This is an optimization exercise on Yosys and OpenROAD, whose aim is small area, not a production implementation. Only simulation tests tie the RTL to the original design; equivalence was not proved. In every run shown here, the design's own scripts or RTL, not TritonCTS, make the clock network. The clock port is modelled as an ideal driver, which makes a skipped or thinned clock tree look cheaper than it is; a real chip needs a root buffer or a tree. No activity file was given, so power comes from the tool's default toggle rates.

==> flow/design.v <==
module i2c
    #(
        parameter ADDR_BYTES = 1,
        parameter DATA_BYTES = 2,
        parameter ST_WIDTH = 1 + ADDR_BYTES + DATA_BYTES,
        parameter REG_ADDR_WIDTH = 8 * ADDR_BYTES,
        parameter REG_DATA_WIDTH = 8 * DATA_BYTES
    )(
        input enable,
        input  clk,
        input  reset,
        input  [11:0] clk_div,
        input  open_drain,
        input  data_size,
        input [6:0] chip_addr,
        input [REG_ADDR_WIDTH - 1:0] reg_addr,
        input write_en,
        input write_mode,
        input read_en,
        output [ST_WIDTH - 1:0] status,
        input [6:0]  chip_id,
        output [REG_ADDR_WIDTH - 1:0] slave_reg_addr,
        output slave_write_en,
        input [8 * DATA_BYTES - 1:0] data_in1,
        input [8 * DATA_BYTES - 1:0] data_in0,
        output reg [8 * DATA_BYTES - 1:0] data_out1,
        output reg [8 * DATA_BYTES - 1:0] data_out0,
        output done,
        output busy,
        input  sda_in,
        output sda_out,
        output sda_oen,
        input  scl_in,
        output scl_out,
        output scl_oen
        );
    wire en = enable;
    wire od = open_drain;
    wire ds = data_size;
    localparam m_idle         = 4'd0,
               m_start_write  = 4'd1,
               m_start_read   = 4'd2,
               m_stop         = 4'd3,
               m_shift_out    = 4'd4,
               m_shift_in     = 4'd5,
               m_send_ack     = 4'd6,
               m_send_nack    = 4'd7,
               m_rcv_ack      = 4'd8;
    localparam s_idle    = 4'd0,
               s_shift   = 4'd1,
               s_write   = 4'd2,
               s_send    = 4'd3,
               s_ack     = 4'd4,
               s_ack2    = 4'd5,
               s_chk_ack = 4'd6;
    reg [3:0]  state;
    reg [31:0] sr;
    reg sda_s, scl_s;
    reg sda_reg, oen_reg;
    reg done_r, busy_r;
    reg [5:0]  sr_count;
    reg [1:0]  scl_count;
    reg [11:0] clk_count;
    reg writing, reading, in_prog;
    reg [3:0]  status_r;
    reg wc, wp, rc, rp;
    wire sda_ss = wc;
    wire scl_ss = rc;
    wire a1 = writing;          
    wire a2 = reading;          
    wire rb = in_prog;          
    wire rw_bit = sr_count[0];
    wire nack = sr_count[1];
    reg [7:0] reg_addr_r;
    reg swe;
    assign status = status_r;
    assign slave_reg_addr = reg_addr_r;
    assign slave_write_en = swe;
    assign done = done_r;
    assign busy = busy_r;
    assign sda_out = sda_reg;
    assign sda_oen = oen_reg;
    assign scl_out = en & ~od & scl_count[1];
    assign scl_oen = ~en | (od & scl_count[1]);
    wire [15:0] data_in = (en || (reg_addr_r == 8'h00)) ? data_in0 : data_in1;
    wire [7:0]  dhi = ds ? data_in[15:8] : data_in[7:0];
    wire [15:0] dload = {dhi, ds ? data_in[7:0] : 8'h00};
    wire rel_sda = ~od;           
    wire bit_sda = od ? 1'b0 : sr[31];
    wire bit_oen = od ? sr[31] : 1'b0;
    wire tick = (clk_count == 12'd0);    
    wire [2:0] byte_count = sr_count[5:3];
    wire scl_rising  =  scl_s && ~scl_ss;
    wire scl_falling = ~scl_s &&  scl_ss;
    wire sda_rising  =  sda_s && ~sda_ss;
    wire sda_falling = ~sda_s &&  sda_ss;
    wire s_start = scl_ss && sda_falling;
    wire s_stop  = scl_ss && sda_rising;
    wire [7:0] word = {sr[6:0], sda_s};
    always @(posedge clk) begin
        if (~reset) begin
            sda_s <= 1'b1; scl_s <= 1'b1;
            wc <= ~en; rc <= ~en;
        end else begin
            sda_s <= sda_in; scl_s <= scl_in;
            wc <= en ? write_en : sda_s;
            rc <= en ? read_en : scl_s;
        end
    end
    always @(posedge clk) begin
        if (~reset) begin
            wp <= 1'b0; rp <= 1'b0;
        end else begin
            wp <= write_en & ~wc;
            rp <= read_en & ~rc;
        end
    end
    always @(posedge clk) begin
        if (~reset) begin
            state    <= 4'd0;
            sda_reg  <= 1'b1;
            oen_reg  <= 1'b1;
            done_r   <= 1'b0;
            busy_r   <= 1'b0;
            sr <= 32'h0;
        end else if (en) begin
            if (state == m_idle) begin
                done_r <= 1'b0;
                if (~write_mode) begin
                    if (in_prog) begin
                        state   <= m_stop;
                        sda_reg <= 1'b0;
                        oen_reg <= 1'b0;
                    end else begin
                        sda_reg <= rel_sda;
                        oen_reg <= 1'b1;
                    end
                end
                if (wp | rp) begin
                    sr[31:16] <= in_prog ? dload : {chip_addr, 1'b0, reg_addr};
                    sr[15:0]  <= in_prog ? 16'h0000 : dload;
                end
                if (wp) begin
                    state  <= in_prog ? m_shift_out : m_start_write;
                    busy_r <= 1'b1;
                end else if (rp) begin
                    state  <= m_start_write;
                    busy_r <= 1'b1;
                end else begin
                    busy_r <= 1'b0;
                end
            end else if (tick) begin
                case (state)
                    m_start_write: begin
                        state   <= m_shift_out;
                        sda_reg <= 1'b0;
                        oen_reg <= 1'b0;
                    end
                    m_start_read: begin
                        if (scl_count == 2'b10) begin
                            state     <= m_shift_out;
                            sda_reg   <= 1'b0;
                            oen_reg   <= 1'b0;
                            sr[31:24] <= {chip_addr, 1'b1};
                        end
                    end
                    m_stop: begin
                        if (scl_count == 2'b10) begin
                            state   <= m_idle;
                            sda_reg <= rel_sda;
                            oen_reg <= 1'b1;
                            done_r  <= 1'b1;
                        end
                    end
                    m_shift_out: begin
                        if (scl_count == 2'b00) begin
                            if (sr_count[2:0] == 3'b000 && (|sr_count)) begin
                                state   <= m_rcv_ack;
                                sda_reg <= rel_sda;
                                oen_reg <= 1'b1;
                            end else begin
                                sda_reg <= bit_sda;
                                oen_reg <= bit_oen;
                                sr      <= {sr[30:0], sda_s};
                            end
                        end
                    end
                    m_shift_in: begin
                        if (scl_count == 2'b00) begin
                            if (sr_count == (ds ? 6'd24 : 6'd16)) begin
                                state   <= m_send_nack;
                                sda_reg <= rel_sda;
                                oen_reg <= 1'b1;
                            end else if (sr_count[2:0] == 3'b000) begin
                                state   <= m_send_ack;
                                sda_reg <= 1'b0;
                                oen_reg <= 1'b0;
                            end
                        end else if (scl_count == 2'b01) begin
                            sr      <= {sr[30:0], sda_s};
                            sda_reg <= rel_sda;
                            oen_reg <= 1'b1;
                        end
                    end
                    m_send_ack: begin
                        if (scl_count == 2'b00) begin
                            state   <= m_shift_in;
                            sda_reg <= rel_sda;
                            oen_reg <= 1'b1;
                        end
                    end
                    m_send_nack: begin
                        if (scl_count == 2'b00) begin
                            state   <= m_stop;
                            sda_reg <= 1'b0;
                            oen_reg <= 1'b0;
                        end else begin
                            sda_reg <= rel_sda;
                            oen_reg <= 1'b1;
                        end
                    end
                    m_rcv_ack: begin
                        if (scl_count == 2'b00) begin
                            if (writing && ((byte_count == (ds ? 3'd2 : 3'd1) && in_prog) ||
                                            (byte_count == (ds ? 3'd4 : 3'd3) && ~in_prog))) begin
                                if (write_mode) begin
                                    state  <= m_idle;
                                    done_r <= 1'b1;
                                end else begin
                                    state   <= m_stop;
                                    sda_reg <= 1'b0;
                                    oen_reg <= 1'b0;
                                end
                            end else if (~writing && ~reading && (byte_count == 3'd2)) begin
                                state <= m_start_read;
                            end else if (~writing && reading) begin
                                state <= m_shift_in;
                            end else begin
                                state   <= m_shift_out;
                                sda_reg <= bit_sda;
                                oen_reg <= bit_oen;
                                sr      <= {sr[30:0], sda_s};
                            end
                        end
                    end
                    default: ;
                endcase
            end
        end else begin
            if (s_start) begin
                state   <= s_shift;
                sda_reg <= rel_sda;
                oen_reg <= 1'b1;
                sr[7:0] <= 8'h01;
                busy_r  <= 1'b1;
                done_r  <= 1'b0;
            end else if (s_stop) begin
                state   <= s_idle;
                sda_reg <= rel_sda;
                oen_reg <= 1'b1;
                done_r  <= busy_r;
            end else begin
                case (state)
                    s_idle: begin
                        sda_reg <= rel_sda;
                        oen_reg <= 1'b1;
                        busy_r  <= 1'b0;
                        done_r  <= 1'b0;
                    end
                    s_shift: begin
                        sda_reg <= rel_sda;
                        oen_reg <= 1'b1;
                        if (scl_rising) begin
                            sr[7:0] <= word;
                            if (sr[7]) begin
                                if (~a1) begin
                                    if (word[7:1] != chip_id) begin
                                        state  <= s_idle;
                                        done_r <= 1'b1;
                                    end else begin
                                        state  <= s_ack;
                                    end
                                end else if (~a2) begin
                                    state <= s_ack;
                                end else begin
                                    state <= (~ds | rb) ? s_write : s_ack;
                                end
                            end
                        end
                    end
                    s_write: begin
                        state   <= s_ack;
                        sda_reg <= rel_sda;
                        oen_reg <= 1'b1;
                    end
                    s_send: begin
                        if (scl_falling) begin
                            sr[7:0] <= word;
                            if (sr[7]) begin
                                state   <= s_chk_ack;
                                sda_reg <= rel_sda;
                                oen_reg <= 1'b1;
                            end else begin
                                sda_reg   <= bit_sda;
                                oen_reg   <= bit_oen;
                                sr[31:16] <= {sr[30:16], 1'b0};
                            end
                        end
                    end
                    s_ack: begin
                        if (~scl_ss) begin
                            state   <= s_ack2;
                            sda_reg <= 1'b0;
                            oen_reg <= 1'b0;
                            if (rw_bit) sr[31:16] <= dload;
                        end
                    end
                    s_ack2: begin
                        sr[7:0] <= 8'h01;
                        if (scl_falling) begin
                            if (rw_bit) begin
                                state     <= s_send;
                                sda_reg   <= bit_sda;
                                oen_reg   <= bit_oen;
                                sr[31:16] <= {sr[30:16], 1'b0};
                            end else begin
                                state   <= s_shift;
                                sda_reg <= rel_sda;
                                oen_reg <= 1'b1;
                            end
                        end
                    end
                    s_chk_ack: begin
                        sr[7:0] <= 8'h01;
                        if (scl_falling) begin
                            if (nack) begin
                                state   <= s_idle;
                                sda_reg <= rel_sda;
                                oen_reg <= 1'b1;
                                done_r  <= 1'b1;
                            end else begin
                                state     <= s_send;
                                sda_reg   <= bit_sda;
                                oen_reg   <= bit_oen;
                                sr[31:16] <= {sr[30:16], 1'b0};
                            end
                        end
                    end
                    default: ;
                endcase
            end
            if ((state == s_write) || (state == s_ack && a2 && rb))
                sr[15:8] <= sr[7:0];
        end
    end
    always @(posedge clk) begin
        if (~reset) begin
            sr_count  <= 6'd0;
            scl_count <= 2'b10;
            clk_count <= clk_div;
            writing   <= 1'b1;
            reading   <= 1'b0;
            in_prog   <= 1'b0;
            status_r  <= 4'd0;
        end else if (en) begin
            if (state == m_idle) begin
                sr_count <= 6'd0;
                if (~write_mode) begin
                    in_prog <= 1'b0;
                    if (~in_prog) clk_count <= clk_div;
                end
                scl_count <= in_prog ? 2'b00 : 2'b10;
                if (done_r) reading <= 1'b0;
                if (wp) begin
                    writing  <= 1'b1;
                    status_r <= 4'd0;
                end else if (rp) begin
                    writing  <= 1'b0;
                    reading  <= 1'b0;
                    status_r <= 4'd0;
                end
            end else if (tick) begin
                clk_count <= clk_div;
                scl_count <= scl_count + 1'b1;
                case (state)
                    m_start_read:
                        if (scl_count == 2'b10) begin
                            sr_count <= 6'd0;
                            reading  <= 1'b1;
                        end
                    m_shift_out:
                        if (scl_count == 2'b00 && !(sr_count[2:0] == 3'b000 && (|sr_count)))
                            sr_count <= sr_count + 1'b1;
                    m_shift_in:
                        if (scl_count == 2'b01)
                            sr_count <= sr_count + 1'b1;
                    m_send_ack:
                        if (scl_count == 2'b01)
                            status_r <= {status_r[2:0], sda_s};
                    m_rcv_ack:
                        if (scl_count == 2'b00) begin
                            if (writing && ((byte_count == (ds ? 3'd2 : 3'd1) && in_prog) ||
                                            (byte_count == (ds ? 3'd4 : 3'd3) && ~in_prog))) begin
                                if (write_mode) in_prog <= 1'b1;
                            end else if (~writing && ~reading && (byte_count == 3'd2)) begin
                            end else if (~writing && reading) begin
                            end else begin
                                sr_count <= sr_count + 1'b1;
                            end
                        end else if (scl_count == 2'b01) begin
                            status_r <= {status_r[2:0], sda_s};
                        end
                    default: ;
                endcase
            end else begin
                if (scl_count[1] == 1'b0 || scl_s == 1'b1)
                    clk_count <= clk_count - 1'b1;
            end
        end else begin
            if (s_start) begin
                writing <= 1'b0;
                reading <= 1'b0;
                in_prog <= 1'b0;
            end else if (!s_stop) begin
                case (state)
                    s_shift:
                        if (scl_rising && sr[7]) begin
                            if (~a1) begin
                                writing <= 1'b1;
                                sr_count[0] <= sda_s;
                            end else if (~a2) begin
                                reading <= 1'b1;
                            end else begin
                                in_prog <= ds & ~rb;
                            end
                        end
                    s_send:
                        if (scl_falling && sr[7])
                            in_prog <= ds & ~rb;
                    s_chk_ack:
                        if (scl_rising) sr_count[1] <= sda_s;
                    default: ;
                endcase
            end
        end
    end
    always @(posedge clk) begin
        if (~reset | en) begin
            reg_addr_r <= 8'h00;
            swe        <= 1'b0;
        end else begin
            swe <= 1'b0;
            if (!s_start && !s_stop) begin
                case (state)
                    s_shift:
                        if (scl_rising && sr[7] && a1) begin
                            if (~a2)
                                reg_addr_r <= word;
                            else if (~ds | rb)
                                swe <= 1'b1;
                        end
                    s_write:
                        reg_addr_r <= reg_addr_r + 1'b1;
                    s_send:
                        if (scl_falling && sr[7] && (~ds | rb))
                            reg_addr_r <= reg_addr_r + 1'b1;
                    default: ;
                endcase
            end
        end
    end
    always @(posedge clk) begin
        if (~reset) begin
            data_out0 <= 16'h0000;
            data_out1 <= 16'h0000;
        end else if (en) begin
            if (done_r && reading)
                data_out0 <= {ds ? sr[15:8] : data_out0[7:0], sr[7:0]};
        end else if (swe) begin
            if (reg_addr_r == 8'h00)
                data_out0 <= sr[15:0];
            else if (reg_addr_r == 8'h01)
                data_out1 <= sr[15:0];
        end
    end
endmodule
==> flow/flow/run.sh <==
#!/bin/bash
# Standard synthesis; then the combinational logic between the flip-flops is
# re-mapped for area with ABC (deep AIG synthesis, then a few mapping
# scripts), each result proven equal to the standard netlist, and the
# smallest is kept; then the standard layout steps with small port buffers
# and a small two-level clock tree (cts_hook.tcl).
set -euo pipefail
R=orfs/results/sky130hd/i2c/base
LIB=$FLOW_HOME/platforms/sky130hd/lib/sky130_fd_sc_hd__tt_025C_1v80.lib
NC=${NUM_CORES:-4}
export BUFFER_PORTS_ARGS="-buffer_cell sky130_fd_sc_hd__buf_1"
export MANUAL_TREE_TCL=$PWD/flow/manual_tree.tcl
export PRE_CTS_TCL=$PWD/flow/cts_hook.tcl

bash standard.sh synth > flow_synth.log 2>&1
cp $R/1_2_yosys.v $R/1_2_yosys_std.v
FLOPS=$(grep -o "sky130_fd_sc_hd__[a-z0-9]*df[a-z0-9_]*" $R/1_2_yosys_std.v | sort -u | tr '\n' ' ')
mkdir -p reopt

# one candidate: re-map netlist $2 with ABC script $3 into reopt/$1.v and
# prove it equal to the standard netlist; its area goes to reopt/$1.area
# only if the proof succeeds
try_script() {
  local n=$1 file=$2 s=$3
  sed -e "s#LIBFILE#$LIB#g" -e "s#IN_NETLIST#$file#" \
      -e "s#OUT_NETLIST#reopt/$n.v#" -e "s#STATFILE#reopt/$n.stat#" \
      -e "s#FLOPCELLS#$FLOPS#g" -e "s#ABCCMD#abc -script $s#" flow/reopt.ys > reopt/$n.ys
  yosys -s reopt/$n.ys > reopt/$n.log 2>&1 || return 0
  local a=$(grep 'Chip area' reopt/$n.stat | awk '{print $NF}')
  sed -e "s#LIBFILE#$LIB#g" -e "s#GOLD_NETLIST#$R/1_2_yosys_std.v#" \
      -e "s#GATE_NETLIST#reopt/$n.v#" flow/equiv.ys > reopt/$n.eq.ys
  if yosys -s reopt/$n.eq.ys > reopt/$n.eq.log 2>&1; then
    echo "$a $n" > reopt/$n.area
  else
    echo "$n $a not proven" >> reopt_summary.txt
  fi
}
throttle() { while [ $(jobs -rp | wc -l) -ge $NC ]; do sleep 0.5; done; }
best_of() { cat reopt/*.area 2>/dev/null | sort -n -k1,1 | head -${1:-1}; }

MAP='&get -n\n&dch -f\n&nf -R 1000 -a\n&put\n'
# stage 1: deep AIG synthesis from the standard netlist, several seeds
for sd in 1 2 3 4; do
  printf "strash\nifraig\nscorr\ndc2\ndc2\n&get -n\n&deepsyn -T 150 -S $sd\n&put\n$MAP" > reopt/deep1_$sd.script
  try_script d1s$sd $R/1_2_yosys_std.v $PWD/reopt/deep1_$sd.script &
  throttle
done
wait
src=$(best_of 1 | awk '{print $2}')
for sd in 5 6 7 8; do
  printf "strash\n&get -n\n&deepsyn -T 90 -S $sd\n&put\n$MAP" > reopt/deep2_$sd.script
  if [ -n "$src" ]; then try_script d2s$sd reopt/$src.v $PWD/reopt/deep2_$sd.script & else try_script d2s$sd $R/1_2_yosys_std.v $PWD/reopt/deep2_$sd.script & fi
  throttle
done
wait
# stage 3: the quick mapping scripts, from the three smallest so far
for pass in 1 2; do
  i=0
  best_of 3 > reopt/beam_$pass.txt
  while read -r a src; do
    i=$((i+1))
    for s in flow/abc_*.script; do
      try_script q${pass}b${i}_$(basename $s .script) reopt/$src.v $PWD/$s &
      throttle
    done
  done < reopt/beam_$pass.txt
  wait
done
cat reopt/*.area | sort -n -k1,1 >> reopt_summary.txt
best=$(best_of 1 | awk '{print $2}')
echo "chosen: ${best:-standard} $(best_of 1 | awk '{print $1}')" >> reopt_summary.txt
if [ -n "$best" ]; then
  cp reopt/$best.v $R/1_2_yosys.v
  rm -f $R/1_synth.odb $R/1_synth.sdc
fi
bash standard.sh finish > flow_finish.log 2>&1
==> flow/flow/abc_a1.script <==
strash
ifraig
scorr
dc2
strash
&get -n
&dch -f
&nf -R 1000 -a
&put
==> flow/flow/abc_a2.script <==
strash
ifraig
scorr
dc2
dc2
strash
&get -n
&dch -f
&nf -R 1000 -a
&put
==> flow/flow/abc_a3.script <==
strash
ifraig
scorr
dc2
dc2
dc2
strash
&get -n
&dch -f
&nf -R 1000 -a
&put
==> flow/flow/abc_a4.script <==
strash
ifraig
scorr
balance
rewrite
refactor
balance
rewrite
rewrite -z
balance
refactor -z
rewrite -z
balance
dc2
dc2
strash
&get -n
&dch -f
&nf -R 1000 -a
&put
==> flow/flow/abc_a5.script <==
strash
ifraig
scorr
dc2
dc2
strash
dch -f
map -a
==> flow/flow/abc_a6.script <==
strash
dc2
dc2
dch -f
map -a
topo
==> flow/flow/cts_hook.tcl <==
# PRE_CTS hook: replace TritonCTS by a small balanced two-level tree
# (see manual_tree.tcl); the rest of the standard CTS step (placement
# legalisation, timing repair) runs as usual.
source $::env(MANUAL_TREE_TCL)
rename clock_tree_synthesis tritoncts_clock_tree_synthesis
proc clock_tree_synthesis { args } {
  manual_clock_tree sky130_fd_sc_hd__clkbuf_8 sky130_fd_sc_hd__clkbuf_16 24
  set_propagated_clock [all_clocks]
}
==> flow/flow/equiv.ys <==
# Prove the re-mapped netlist equal to the standard synthesis: the
# flip-flops are the same instances, so they are matched by name.
read_liberty -ignore_miss_func LIBFILE
read_verilog GOLD_NETLIST
rename i2c gold
read_verilog GATE_NETLIST
rename i2c gate
flatten gold gate
rename -hide gold/w:_* gate/w:_*
rename -hide gold/w:*net* gate/w:*net*
opt_clean
equiv_make gold gate eq
hierarchy -top eq
equiv_simple
equiv_induct
equiv_status -assert
==> flow/flow/manual_tree.tcl <==
# A two-level clock tree: one root buffer at the centre of the registers,
# driving one leaf buffer per group of nearby registers (k-means on their
# placed locations). Every register sees the same two buffers on its clock
# path, so the tree stays balanced.
proc manual_clock_tree { root_cell leaf_cell max_fanout } {
  set block [ord::get_db_block]
  set db [ord::get_db]
  set clk_net [$block findNet clk]
  set sinks {}
  foreach it [$clk_net getITerms] {
    if { [$it isInputSignal] } { lappend sinks $it }
  }
  set n [llength $sinks]
  set k [expr { int(ceil(double($n) / $max_fanout)) }]
  if { $k < 1 } { set k 1 }
  # sink locations
  set xs {}; set ys {}
  foreach it $sinks {
    set inst [$it getInst]
    set bb [$inst getBBox]
    lappend xs [expr { ([$bb xMin] + [$bb xMax]) / 2.0 }]
    lappend ys [expr { ([$bb yMin] + [$bb yMax]) / 2.0 }]
  }
  # k-means, seeded by sorting on the angle around the centroid
  set cx 0.0; set cy 0.0
  foreach x $xs y $ys { set cx [expr {$cx + $x}]; set cy [expr {$cy + $y}] }
  set cx [expr {$cx / $n}]; set cy [expr {$cy / $n}]
  set order {}
  for {set i 0} {$i < $n} {incr i} {
    lappend order [list $i [expr { atan2([lindex $ys $i] - $cy, [lindex $xs $i] - $cx) }]]
  }
  set order [lsort -real -index 1 $order]
  set assign [lrepeat $n 0]
  for {set j 0} {$j < $n} {incr j} {
    lset assign [lindex $order $j 0] [expr { $j * $k / $n }]
  }
  for {set iter 0} {$iter < 30} {incr iter} {
    set sx [lrepeat $k 0.0]; set sy [lrepeat $k 0.0]; set sc [lrepeat $k 0]
    for {set i 0} {$i < $n} {incr i} {
      set c [lindex $assign $i]
      lset sx $c [expr {[lindex $sx $c] + [lindex $xs $i]}]
      lset sy $c [expr {[lindex $sy $c] + [lindex $ys $i]}]
      lset sc $c [expr {[lindex $sc $c] + 1}]
    }
    set mx {}; set my {}
    for {set c 0} {$c < $k} {incr c} {
      set m [lindex $sc $c]
      if { $m == 0 } { set m 1 }
      lappend mx [expr {[lindex $sx $c] / $m}]
      lappend my [expr {[lindex $sy $c] / $m}]
    }
    # capacitated reassignment: nearest centre with room left
    set cnt [lrepeat $k 0]
    set pairs {}
    for {set i 0} {$i < $n} {incr i} {
      for {set c 0} {$c < $k} {incr c} {
        set d [expr { abs([lindex $xs $i] - [lindex $mx $c]) + abs([lindex $ys $i] - [lindex $my $c]) }]
        lappend pairs [list $d $i $c]
      }
    }
    set pairs [lsort -real -index 0 $pairs]
    set done [lrepeat $n 0]
    set cap [expr { int(ceil(double($n) / $k)) }]
    foreach p $pairs {
      lassign $p d i c
      if { [lindex $done $i] } continue
      if { [lindex $cnt $c] >= $cap } continue
      lset assign $i $c
      lset done $i 1
      lset cnt $c [expr {[lindex $cnt $c] + 1}]
    }
  }
  # build the tree
  set root_master [$db findMaster $root_cell]
  set leaf_master [$db findMaster $leaf_cell]
  set root [odb::dbInst_create $block $root_master clkroot]
  set root_net [odb::dbNet_create $block clknet_root]
  $root_net setSigType CLOCK
  [$root findITerm A] connect $clk_net
  [$root findITerm X] connect $root_net
  set rx 0.0; set ry 0.0
  for {set c 0} {$c < $k} {incr c} {
    set leaf [odb::dbInst_create $block $leaf_master clkleaf_$c]
    set net [odb::dbNet_create $block clknet_leaf_$c]
    $net setSigType CLOCK
    [$leaf findITerm A] connect $root_net
    [$leaf findITerm X] connect $net
    set bx [expr { int([lindex $mx $c]) }]
    set by [expr { int([lindex $my $c]) }]
    $leaf setLocation $bx $by
    $leaf setPlacementStatus PLACED
    set rx [expr {$rx + $bx}]; set ry [expr {$ry + $by}]
    puts "clock leaf $c: [lindex $cnt $c] registers at ($bx, $by)"
  }
  for {set i 0} {$i < $n} {incr i} {
    set it [lindex $sinks $i]
    $it disconnect
    $it connect [$block findNet clknet_leaf_[lindex $assign $i]]
  }
  $root setLocation [expr { int($rx / $k) }] [expr { int($ry / $k) }]
  $root setPlacementStatus PLACED
  puts "manual clock tree: $n registers, $k leaf buffers"
}
==> flow/flow/reopt.ys <==
# Re-map the combinational logic of the standard synthesis for area.
# Every flip-flop instance is kept as it is (same name, same cell type);
# the flip-flop cells are black boxes here, so only the logic between them
# is re-mapped.
read_liberty -ignore_miss_func LIBFILE
read_verilog IN_NETLIST
hierarchy -top i2c
blackbox FLOPCELLS
flatten
rename -hide w:*
opt_clean -purge
opt -fast
ABCCMD -liberty LIBFILE -dont_use sky130_fd_sc_hd__lpflow_bleeder_1 -dont_use sky130_fd_sc_hd__lpflow_clkbufkapwr_1 -dont_use sky130_fd_sc_hd__lpflow_clkbufkapwr_16 -dont_use sky130_fd_sc_hd__lpflow_clkbufkapwr_2 -dont_use sky130_fd_sc_hd__lpflow_clkbufkapwr_4 -dont_use sky130_fd_sc_hd__lpflow_clkbufkapwr_8 -dont_use sky130_fd_sc_hd__lpflow_clkinvkapwr_1 -dont_use sky130_fd_sc_hd__lpflow_clkinvkapwr_16 -dont_use sky130_fd_sc_hd__lpflow_clkinvkapwr_2 -dont_use sky130_fd_sc_hd__lpflow_clkinvkapwr_4 -dont_use sky130_fd_sc_hd__lpflow_clkinvkapwr_8 -dont_use sky130_fd_sc_hd__lpflow_decapkapwr_12 -dont_use sky130_fd_sc_hd__lpflow_decapkapwr_3 -dont_use sky130_fd_sc_hd__lpflow_decapkapwr_4 -dont_use sky130_fd_sc_hd__lpflow_decapkapwr_6 -dont_use sky130_fd_sc_hd__lpflow_decapkapwr_8 -dont_use sky130_fd_sc_hd__lpflow_inputiso0n_1 -dont_use sky130_fd_sc_hd__lpflow_inputiso0p_1 -dont_use sky130_fd_sc_hd__lpflow_inputiso1n_1 -dont_use sky130_fd_sc_hd__lpflow_inputiso1p_1 -dont_use sky130_fd_sc_hd__lpflow_inputisolatch_1 -dont_use sky130_fd_sc_hd__lpflow_isobufsrc_1 -dont_use sky130_fd_sc_hd__lpflow_isobufsrc_16 -dont_use sky130_fd_sc_hd__lpflow_isobufsrc_2 -dont_use sky130_fd_sc_hd__lpflow_isobufsrc_4 -dont_use sky130_fd_sc_hd__lpflow_isobufsrc_8 -dont_use sky130_fd_sc_hd__lpflow_isobufsrckapwr_16 -dont_use sky130_fd_sc_hd__lpflow_lsbuf_lh_hl_isowell_tap_1 -dont_use sky130_fd_sc_hd__lpflow_lsbuf_lh_hl_isowell_tap_2 -dont_use sky130_fd_sc_hd__lpflow_lsbuf_lh_hl_isowell_tap_4 -dont_use sky130_fd_sc_hd__lpflow_lsbuf_lh_isowell_4 -dont_use sky130_fd_sc_hd__lpflow_lsbuf_lh_isowell_tap_1 -dont_use sky130_fd_sc_hd__lpflow_lsbuf_lh_isowell_tap_2 -dont_use sky130_fd_sc_hd__lpflow_lsbuf_lh_isowell_tap_4 -dont_use sky130_fd_sc_hd__probe_p_8 -dont_use sky130_fd_sc_hd__probec_p_8  -D 10000
opt_clean -purge
read_liberty -lib -ignore_redef LIBFILE
hilomap -singleton -hicell sky130_fd_sc_hd__conb_1 HI -locell sky130_fd_sc_hd__conb_1 LO
opt_clean -purge
check -assert -mapped
tee -o STATFILE stat -liberty LIBFILE
write_verilog -noattr -nohex -nodec OUT_NETLIST
==> flow/standard.sh <==
#!/bin/bash
# synth_recipe.tcl (not shown) runs the flow's synth.tcl, then flattens the netlist and writes it again
# the make line also repeats each setting of config.mk as NAME=value (left out here)
make -C /OpenROAD-flow-scripts/flow DESIGN_CONFIG=/design/flow/config.mk WORK_HOME=/design/flow/orfs CLKGATE_MAP_FILE= SYNTH_SCRIPT=/design/flow/synth_recipe.tcl "${@:-finish}"
==> flow/config.mk <==
export PLATFORM = sky130hd
export DESIGN_NAME = i2c
export DESIGN_NICKNAME = i2c
export VERILOG_FILES = /design/flow/design.v
export SDC_FILE = /design/flow/constraint.sdc
export NUM_CORES = 4
export LEC_CHECK = 0
export CAP_MARGIN = 5
export CORE_MARGIN = 2
export CORE_UTILIZATION = 45
export GPL_TIMING_DRIVEN = 0
export PLACE_DENSITY = 0.65
export SLEW_MARGIN = 5
==> flow/constraint.sdc <==
create_clock -name core_clock -period 10.0 [get_ports {clk}]
set_input_delay 2.0000 -clock core_clock [delete_from_list [all_inputs] [get_ports {clk}]]
set_output_delay 2.0000 -clock core_clock [all_outputs]
set_load 0.01 [all_outputs]
==> results of run 1 <==
[area by class of cell]
type / instances / area, um2
fill: 1145 / 5650
multi-input combinational: 489 / 2940
sequential: 114 / 2400
timing repair buffer: 128 / 493
tap: 147 / 184
buffer: 6 / 139
inverter: 27 / 101
[metal layers]
layer,vias up,global-route usage,part of all wire
li1,2692,-,-
met1,2696,0.391,0.47
met2,263,0.413,0.44
met3,22,0.0202,0.074
met4,0,0.0455,0.015
met5,-,0,0
[power breakdown]
part           leakage [nW]  internal (mW)  switching (mW)
clock network        0.0688         0.0993           0.144
registers             0.951          0.578           0.137
logic                  1.20          0.207           0.365
[worst reg2reg max path: cells and delay by family (launching register included)]
family / cells / cell delay, ns
AND/OR/NAND/NOR: 9 / 3.45
AO/OA/AOI/OAI: 5 / 1.10
buffers and inverters: 1 / 0.07
flip-flops: 1 / 0.46
[worst max-delay path by stage]
stage | startpoint | to
floorplan | enable | sr[7]
global placement | enable | sr[6]
detailed placement | enable | sr[17]
CTS | enable | sr[4]
global route | enable | sr[3]
finish | enable | sr[4]
[metrics by stage]
stage	utilization	instance area [um2]	hold WS (ns)	power (mW)	setup slack, ns
after CTS	0.524	6240	0.478	1.52	3.55
final	0.526	6260	0.475	1.53	4.17
after detailed placement	0.513	6110	0.454	1.28	3.20
after global routing	0.526	6260	0.486	1.63	3.85
after floorplan	-	5430	0.424	1.07	5.71
after global placement	0.511	6090	0.445	1.26	3.11
==> impl_metrics.json, run 1 <==
{
  "status": "timing/DRC/antenna clean",
  "coreArea_um2": 11900,
  "holdBufCountCts": 0,
  "crit_cells": 13,
  "io_buffer_count": 126,
  "dp_cells": 904,
  "worst_slew_pin_slew_ns": 1.19,
  "largest_register_ffs": 32,
  "reg.largest.list": "sr (32), data_out0 (16), data_out1 (16)",
  "drt-vias-per-instance": 6.23,
  "nets": 842,
  "powerDensity_nw_per_um2": 244,
  "synthCells": 630,
  "io_pins": 127,
  "r2r_start": "clk_count[1]",
  "stdcell_count": 911,
  "wire_per_inst_um": 19.1,
  "grt_setup_unrepaired": "no",
  "crit_required_ns": 10.33,
  "row_count": 40,
  "min_from": "data_out0[15]",
  "grt_pass1_vias": 5168,
  "grt_max_degree": 30,
  "hold_violations": 0,
  "holdPathStages": 2,
  "power.leakage_nw": 2.22,
  "cp.arrival_ns": 6.15,
  "n_antenna_cell": 0,
  "crit_family": "simple AND/OR/NAND/NOR gates",
  "yosysWarnings": 1,
  "drt-total-wl_um": 17400,
  "cp-start-kind": "primary input",
  "slowest_stage": "nor2_1",
  "place_congestion": 0.958,
  "cap_violations": 0,
  "slew_viol_final": 0,
  "synth_area_um2": 5430,
  "clkTransAtPathRegs_ns": 0.09,
  "max_freq_mhz": 172,
  "ctsResizeCount": 0,
  "crit_buf_inv": 3,
  "antenna_found_initial": 0,
  "syn-num-nets": 706,
  "finalSetupTns_ns": 0,
  "critPathMaxStageDelay_ns": 0.81,
  "endpoint_kind": "flip-flop",
  "postSynthAreaPerCell_um2": 8.62,
  "grt_pass1_wl_um": 27400,
  "postCtsSetupRepairBufs": 0,
  "die_w_um": 114,
  "max-vdd-ir-drop_mv": 0.125,
  "ff2ff_path_depth": 15,
  "ant_nets": 0,
  "top_register": "sr",
  "grtUsageTotal": 0.259,
  "setup_viol": 0,
  "min_path_type": "flip-flop to flip-flop",
  "hpwl_um": 12900,
  "grt_overflow": 0,
  "path_cells": "clkbuf_2 > clkinv_1 > nand2_1 > o32ai_1 > nor2_1 > o21ai_0 > o21a_1 > a21oi_1 > nand2_1 > nor2_1 > and2_0 > a222oi_1 > clkinv_1",
  "drive_gt1_frac": 0.0157,
  "fin_worst_skew_ns": 0.0238,
  "r2r_end": "sr[4]",
  "area_growth_pct": 15.3,
  "firstDrtPassIters": 6,
  "fin_crit_ns": 5.83,
  "die_h_um": 114,
  "crit_type": "primary input to flip-flop",
  "dieArea_um2": 13000,
  "initial_core_util": 0.456,
  "clk_latency_ns": 0.39,
  "cp_max_fo": 29,
  "final_common_cell": "buf_1",
  "drc": 0,
  "r2r_slack_ns": 4.89,
  "holdPathEnd": "data_out0[15]",
  "relSlewSlack": 0.208,
  "final_cell_mix": "125 x buf_1, 102 x dfxtp_1, 101 x nand2_1",
  "period_share": 0.583,
  "drtIter0Drc": 656,
  "vias": 5673
}
==> run 2: changes to the inputs <==
--- a/flow/flow/run.sh
+++ b/flow/flow/run.sh
@@ -41,5 +41,5 @@
 MAP='&get -n\n&dch -f\n&nf -R 1000 -a\n&put\n'
 # stage 1: deep AIG synthesis from the standard netlist, several seeds
-for sd in 1 2 3 4; do
+for sd in 1 2 3 4 5 6 7 8; do
   printf "strash\nifraig\nscorr\ndc2\ndc2\n&get -n\n&deepsyn -T 150 -S $sd\n&put\n$MAP" > reopt/deep1_$sd.script
   try_script d1s$sd $R/1_2_yosys_std.v $PWD/reopt/deep1_$sd.script &
@@ -47,24 +47,32 @@
 done
 wait
-src=$(best_of 1 | awk '{print $2}')
-for sd in 5 6 7 8; do
-  printf "strash\n&get -n\n&deepsyn -T 90 -S $sd\n&put\n$MAP" > reopt/deep2_$sd.script
-  if [ -n "$src" ]; then try_script d2s$sd reopt/$src.v $PWD/reopt/deep2_$sd.script & else try_script d2s$sd $R/1_2_yosys_std.v $PWD/reopt/deep2_$sd.script & fi
-  throttle
-done
-wait
-# stage 3: the quick mapping scripts, from the three smallest so far
-for pass in 1 2; do
-  i=0
-  best_of 3 > reopt/beam_$pass.txt
+# stages 2 and 3: deep synthesis again from the smallest netlists so far
+deep_stage() {
+  local st=$1 width=$2 t=$3 i=0 a src sd
+  shift 3
+  best_of $width > reopt/seed_$st.txt
   while read -r a src; do
     i=$((i+1))
-    for s in flow/abc_*.script; do
-      try_script q${pass}b${i}_$(basename $s .script) reopt/$src.v $PWD/$s &
+    for sd in "$@"; do
+      printf "strash\n&get -n\n&deepsyn -T $t -S $sd\n&put\n$MAP" > reopt/deep${st}_$sd.script
+      try_script d${st}b${i}s$sd reopt/$src.v $PWD/reopt/deep${st}_$sd.script &
       throttle
     done
-  done < reopt/beam_$pass.txt
+  done < reopt/seed_$st.txt
   wait
-done
+}
+deep_stage 2 3 90 11 12 13 14
+deep_stage 3 2 60 21 22 23 24
+# stage 4: the quick mapping scripts, from the three smallest so far
+best_of 3 > reopt/beam_1.txt
+i=0
+while read -r a src; do
+  i=$((i+1))
+  for s in flow/abc_*.script; do
+    try_script q1b${i}_$(basename $s .script) reopt/$src.v $PWD/$s &
+    throttle
+  done
+done < reopt/beam_1.txt
+wait
 cat reopt/*.area | sort -n -k1,1 >> reopt_summary.txt
 best=$(best_of 1 | awk '{print $2}')
==> impl_metrics.json, run 2 <==
{
  "die_w_um": 114,
  "area_growth_pct": 15.2,
  "m1WireLength_um": 8310,
  "p_sw_frac": 0.429,
  "coreArea_um2": 11900,
  "finalSetupTns_ns": 0,
  "row_count": 40,
  "antenna_found_initial": 0,
  "nets": 830,
  "grt_pass1_vias": 5319,
  "clkTransAtPathRegs_ns": 0.09,
  "postCtsSetupRepairBufs": 0,
  "drive_gt1_frac": 0.0160,
  "fill_cells": 1159,
  "powerDensity_nw_per_um2": 247,
  "initial_core_util": 0.456,
  "fin_hold_ws_ns": 0.447,
  "synth_area_um2": 5430,
  "largest_register_ffs": 32,
  "cp_max_fo": 14,
  "dieArea_um2": 13000,
  "wire_per_inst_um": 20.1,
  "placed_area_um2": 6110,
  "cp.arrival_ns": 6.33,
  "min_path_type": "flip-flop to flip-flop",
  "top_register": "sr",
  "final_cell_mix": "124 x buf_1, 102 x dfxtp_1, 73 x nand2_1",
  "status": "timing/DRC/antenna clean",
  "yosysWarnings": 1,
  "fin_crit_ns": 6.00,
  "io_buffer_count": 126,
  "grt_overflow": 0,
  "drc": 0,
  "clk_latency_ns": 0.39,
  "crit_type": "flip-flop to flip-flop",
  "cap_violations": 0,
  "setup_viol": 0,
  "fin_worst_skew_ns": 0.0106,
  "p_int_mw": 0.881,
  "synthCells": 619,
  "clockPowerShare": 0.157,
  "drtIter0Drc": 840,
  "p_seq_frac": 0.460,
  "syn-num-nets": 695,
  "holdBufCountCts": 0,
  "drt-vias-per-instance": 6.36,
  "grt_setup_unrepaired": "no",
  "power.leakage_nw": 2.18,
  "hpwl_um": 13200,
  "slew_viol_final": 0,
  "vias": 5715,
  "final_common_cell": "buf_1",
  "firstDrtPassIters": 6,
  "r2r_slack_ns": 4.00,
  "power_mw": 1.54,
  "grtUsageTotal": 0.263,
  "ant_nets": 0,
  "final_cell_area_um2": 6260,
  "cp-start-kind": "flip-flop",
  "worst_slew_pin_slew_ns": 1.18,
  "place_congestion": 0.972,
  "dr_wl_met2_um": 7970,
  "endpoint_kind": "flip-flop",
  "reg.largest.list": "sr (32), data_out0 (16), data_out1 (16)",
  "combPwrFrac": 0.383,
  "ctsResizeCount": 0,
  "wl_met3_um": 1480,
  "p_switching_mw": 0.662,
  "grt_pass1_wl_um": 27700,
  "n_antenna_cell": 0,
  "relSlewSlack": 0.209,
  "drt-total-wl_um": 18100,
  "hold_violations": 0,
  "max_freq_mhz": 167,
  "grt_max_degree": 37,
  "postSynthAreaPerCell_um2": 8.77,
  "period_share": 0.600,
  "io_pins": 127,
  "max-vdd-ir-drop_mv": 0.126,
  "die_h_um": 114,
  "top_layer_used": "met4",
  "crit_required_ns": 10.33
}
[run 2: critical path: stages (launching register included)]
cell      delay [ns]
edfxtp_1        0.45
or4_1           0.65
nor4_1          0.49
nand2b_1        0.19
or3_1           0.41
nor3_1          0.31
a211oi_1        0.17
a311oi_1        0.42
o31ai_1         0.18
o31a_1          0.35
a21oi_1         0.25
nand2_1         0.14
nor3_1          0.93
and2_0          0.68
a222oi_1        0.25
clkinv_1        0.09
[run 2: area by class of cell]
cell class                 instances  area (um2)  area share
inverter                          34         128      0.0204
timing repair buffer             127         483      0.0772
sequential                       114        2400       0.384
multi-input combinational        471        2920       0.467
tap                              147         184      0.0294
buffer                             6         139      0.0222
[run 2: layer usage]
layer  GRT usage  up-vias
li1            -     2685
met1       0.386     2707
met2       0.420      295
met3      0.0266       28
met4      0.0569        0
met5           0        -
[run 2: power groups by stage]
stage	sequential (mW)	combinational [mW]	clock (mW)
after floorplan	0.673	0.406	0
after global placement	0.717	0.562	0
after detailed placement	0.716	0.578	0
after CTS	0.706	0.582	0.247
after global routing	0.723	0.657	0.260
final	0.710	0.591	0.242
[run 2: stage by stage]
stage                     instances   util  worst slack [ns]
final                           899  0.525              4.00
after global routing            899  0.525              3.48
after CTS                       899  0.525              4.00
after detailed placement        893  0.513              3.73
after global placement          892  0.511              2.89
after floorplan                 619      -              5.36
[run 2: worst paths after layout]
check	start	to	depth (start not counted)
setup / recovery	clk_count[1]	sr[1]	15
hold / removal	wc	wp	1
setup reg to reg	clk_count[1]	sr[1]	15
hold reg to reg	wc	wp	1
==> run 3: changes to the inputs <==
--- a/flow/flow/run.sh
+++ b/flow/flow/run.sh
@@ -46,4 +46,9 @@
   throttle
 done
+for sd in 2 6; do
+  printf "strash\nifraig\nscorr\ndc2\ndc2\n&get -n\n&deepsyn -T 300 -S $sd\n&put\n$MAP" > reopt/deep1l_$sd.script
+  try_script d1ls$sd $R/1_2_yosys_std.v $PWD/reopt/deep1l_$sd.script &
+  throttle
+done
 wait
 # stages 2 and 3: deep synthesis again from the smallest netlists so far
--- a/flow/config.mk
+++ b/flow/config.mk
@@ -6,8 +6,8 @@
 export NUM_CORES = 4
 export LEC_CHECK = 0
-export CAP_MARGIN = 5
+export CAP_MARGIN = 0
 export CORE_MARGIN = 2
 export CORE_UTILIZATION = 45
 export GPL_TIMING_DRIVEN = 0
 export PLACE_DENSITY = 0.65
-export SLEW_MARGIN = 5
+export SLEW_MARGIN = 0
==> impl_metrics.json, run 3 <==
{
  "status": "timing/DRC/antenna clean",
  "holdBufCountCts": 0,
  "grtUsageMet2": 0.421,
  "area_growth_pct": 15.0,
  "clk_latency_ns": 0.39,
  "ff2ff_path_depth": 14,
  "finalSetupTns_ns": 0,
  "fin_hold_ws_ns": 0.458,
  "hpwl_um": 13100,
  "ctsResizeCount": 0,
  "drc": 0,
  "holdPathEnd": "data_out0[12]",
  "top_usage_layer": "met2",
  "place_congestion": 0.922,
  "top_register": "sr",
  "grt_pass1_wl_um": 27900,
  "coreArea_um2": 11900,
  "max_freq_mhz": 173,
  "setup_viol": 0,
  "cap_violations": 0,
  "r2r_slack_ns": 4.65,
  "postCtsSetupRepairBufs": 0,
  "drive_gt1_frac": 0.0120,
  "fin_worst_skew_ns": 0.0237,
  "seqCellArea_um2": 2400,
  "utilization": 0.524,
  "drtIter0Drc": 809,
  "cp.arrival_ns": 6.12,
  "dieArea_um2": 13000,
  "grt_use_met1": 0.389,
  "final_common_cell": "buf_1",
  "die_h_um": 114,
  "nets": 830,
  "min_from": "data_out0[12]",
  "clkTransAtPathRegs_ns": 0.11,
  "firstDrtPassIters": 8,
  "drt-vias-per-instance": 6.23,
  "fill_cells": 1175,
  "grt_setup_unrepaired": "no",
  "reg.largest.list": "sr (32), data_out0 (16), data_out1 (16)",
  "power.leakage_nw": 2.22,
  "grt_max_degree": 38,
  "fin_crit_ns": 5.78,
  "critPathLaunch": "data_size",
  "r2r_end": "sr[19]",
  "powerDensity_nw_per_um2": 243,
  "row_count": 40,
  "crit_type": "primary input to flip-flop",
  "io_pins": 127,
  "postSynthAreaPerCell_um2": 8.77,
  "vias": 5605,
  "worst_slew_pin_slew_ns": 1.29,
  "synth_area_um2": 5430,
  "grt_pass1_vias": 5163,
  "cp-start-kind": "primary input",
  "yosysWarnings": 1,
  "grt_overflow": 0,
  "io_buffer_count": 126,
  "multi_input_area_um2": 2920,
  "endpoint_kind": "flip-flop",
  "crit_required_ns": 10.34,
  "met3_usage": 0.0239,
  "max-vdd-ir-drop_mv": 0.108,
  "die_w_um": 114,
  "syn-num-nets": 695,
  "initial_core_util": 0.456,
  "synthCells": 619,
  "cp_max_fo": 13,
  "power_mw": 1.52,
  "drt-total-wl_um": 17800,
  "wire_per_inst_um": 19.8,
  "antenna_found_initial": 0,
  "period_share": 0.578,
  "hold_violations": 0,
  "dp_cells": 893,
  "grtUsageTotal": 0.263,
  "min_path_type": "flip-flop to flip-flop",
  "slew_viol_final": 0,
  "ant_nets": 0,
  "n_antenna_cell": 0,
  "largest_register_ffs": 32,
  "r2r_start": "clk_count[0]",
  "stdcell_count": 899,
  "holdPathStages": 2,
  "final_cell_mix": "125 x buf_1, 102 x dfxtp_1, 73 x nand2_1",
  "relSlewSlack": 0.135
}
[run 3: worst max path at each step]
stage / slack (ns) / endpoint
5_1_grt: 3.84 / sr[3]
4_1_cts: 4.30 / sr[19]
3_3_place_gp: 3.91 / sr[19]
2_1_floorplan: 5.73 / sr_count[5]
3_5_place_dp: 3.90 / sr[19]
6_report: 4.22 / sr[19]
[run 3: power breakdown]
group | leakage, nW | switching [mW] | internal [mW]
Clock | 0.0688 | 0.152 | 0.0996
Sequential | 0.949 | 0.124 | 0.562
Combinational | 1.20 | 0.379 | 0.202
Total | 2.22 | 0.655 | 0.864
[run 3: layout make-up]
cell class / count / area share
Buffer: 6 / 0.0222
Inverter: 30 / 0.0180
Multi-Input combinational cell: 475 / 0.468
Sequential cell: 114 / 0.385
Tap cell: 147 / 0.0295
Timing Repair Buffer: 127 / 0.0778
[run 3: per-layer routing]
metal,part of all wire,wire (um)
met1,0.47,8290
met5,0,0
met2,0.45,7920
met3,0.067,1190
met4,0.021,381
[run 3: per-stage QoR]
step | cell area, um2 | setup WS, ns
4_1_cts | 6240 | 4.30
3_3_place_gp | 6090 | 3.91
3_5_place_dp | 6100 | 3.90
2_1_floorplan | 5430 | 5.73
5_1_grt | 6240 | 3.84
6_report | 6240 | 4.22
[run 3: worst max-delay path, cell delays in order]
cell	delay [ns]
buf_1	0.71
clkinv_1	0.41
nor2_1	0.58
nor4_1	0.08
o21ai_0	0.26
or2_0	0.19
o211ai_1	0.12
nand2_1	0.17
o21ai_0	0.24
nor4_1	0.95
a222oi_1	0.27
nand2_1	0.12

[re-timing with driven ports]
Ports are ideal in the flow. The routed layouts listed here were re-timed in OpenROAD. Step 1, drivers: a clkbuf_16 drives clk and a buf_2 each remaining input, both assumed. Step 2 adds t to the input delays and takes it off the output delays; t is the mean of the earliest and latest rising clock arrival at the registers after step 1. Input paths then give back, and output paths get back, about the clock's delay inside the block. Slacks: no drivers / after step 1 / after step 2; pairs: no drivers / after step 1.
run	t (ns)	slack for setup (ns)	worst setup path at the end	latest minus earliest clock arrival (ns)	worst slew at a driven data input, ns
run 1	0.418	4.173 / 4.189 / 3.770	input to register	0.025 / 0.025	0.04
run 2	0.419	3.999 / 3.999 / 3.626	input to register	0.010 / 0.011	0.04
run 3	0.418	4.219 / 4.227 / 3.809	input to register	0.023 / 0.024	0.04
After both steps every run listed still meets setup and hold. The setup slack of run 3, which loses most, moves by +0.008 ns with the drivers and by -0.410 ns with both steps.
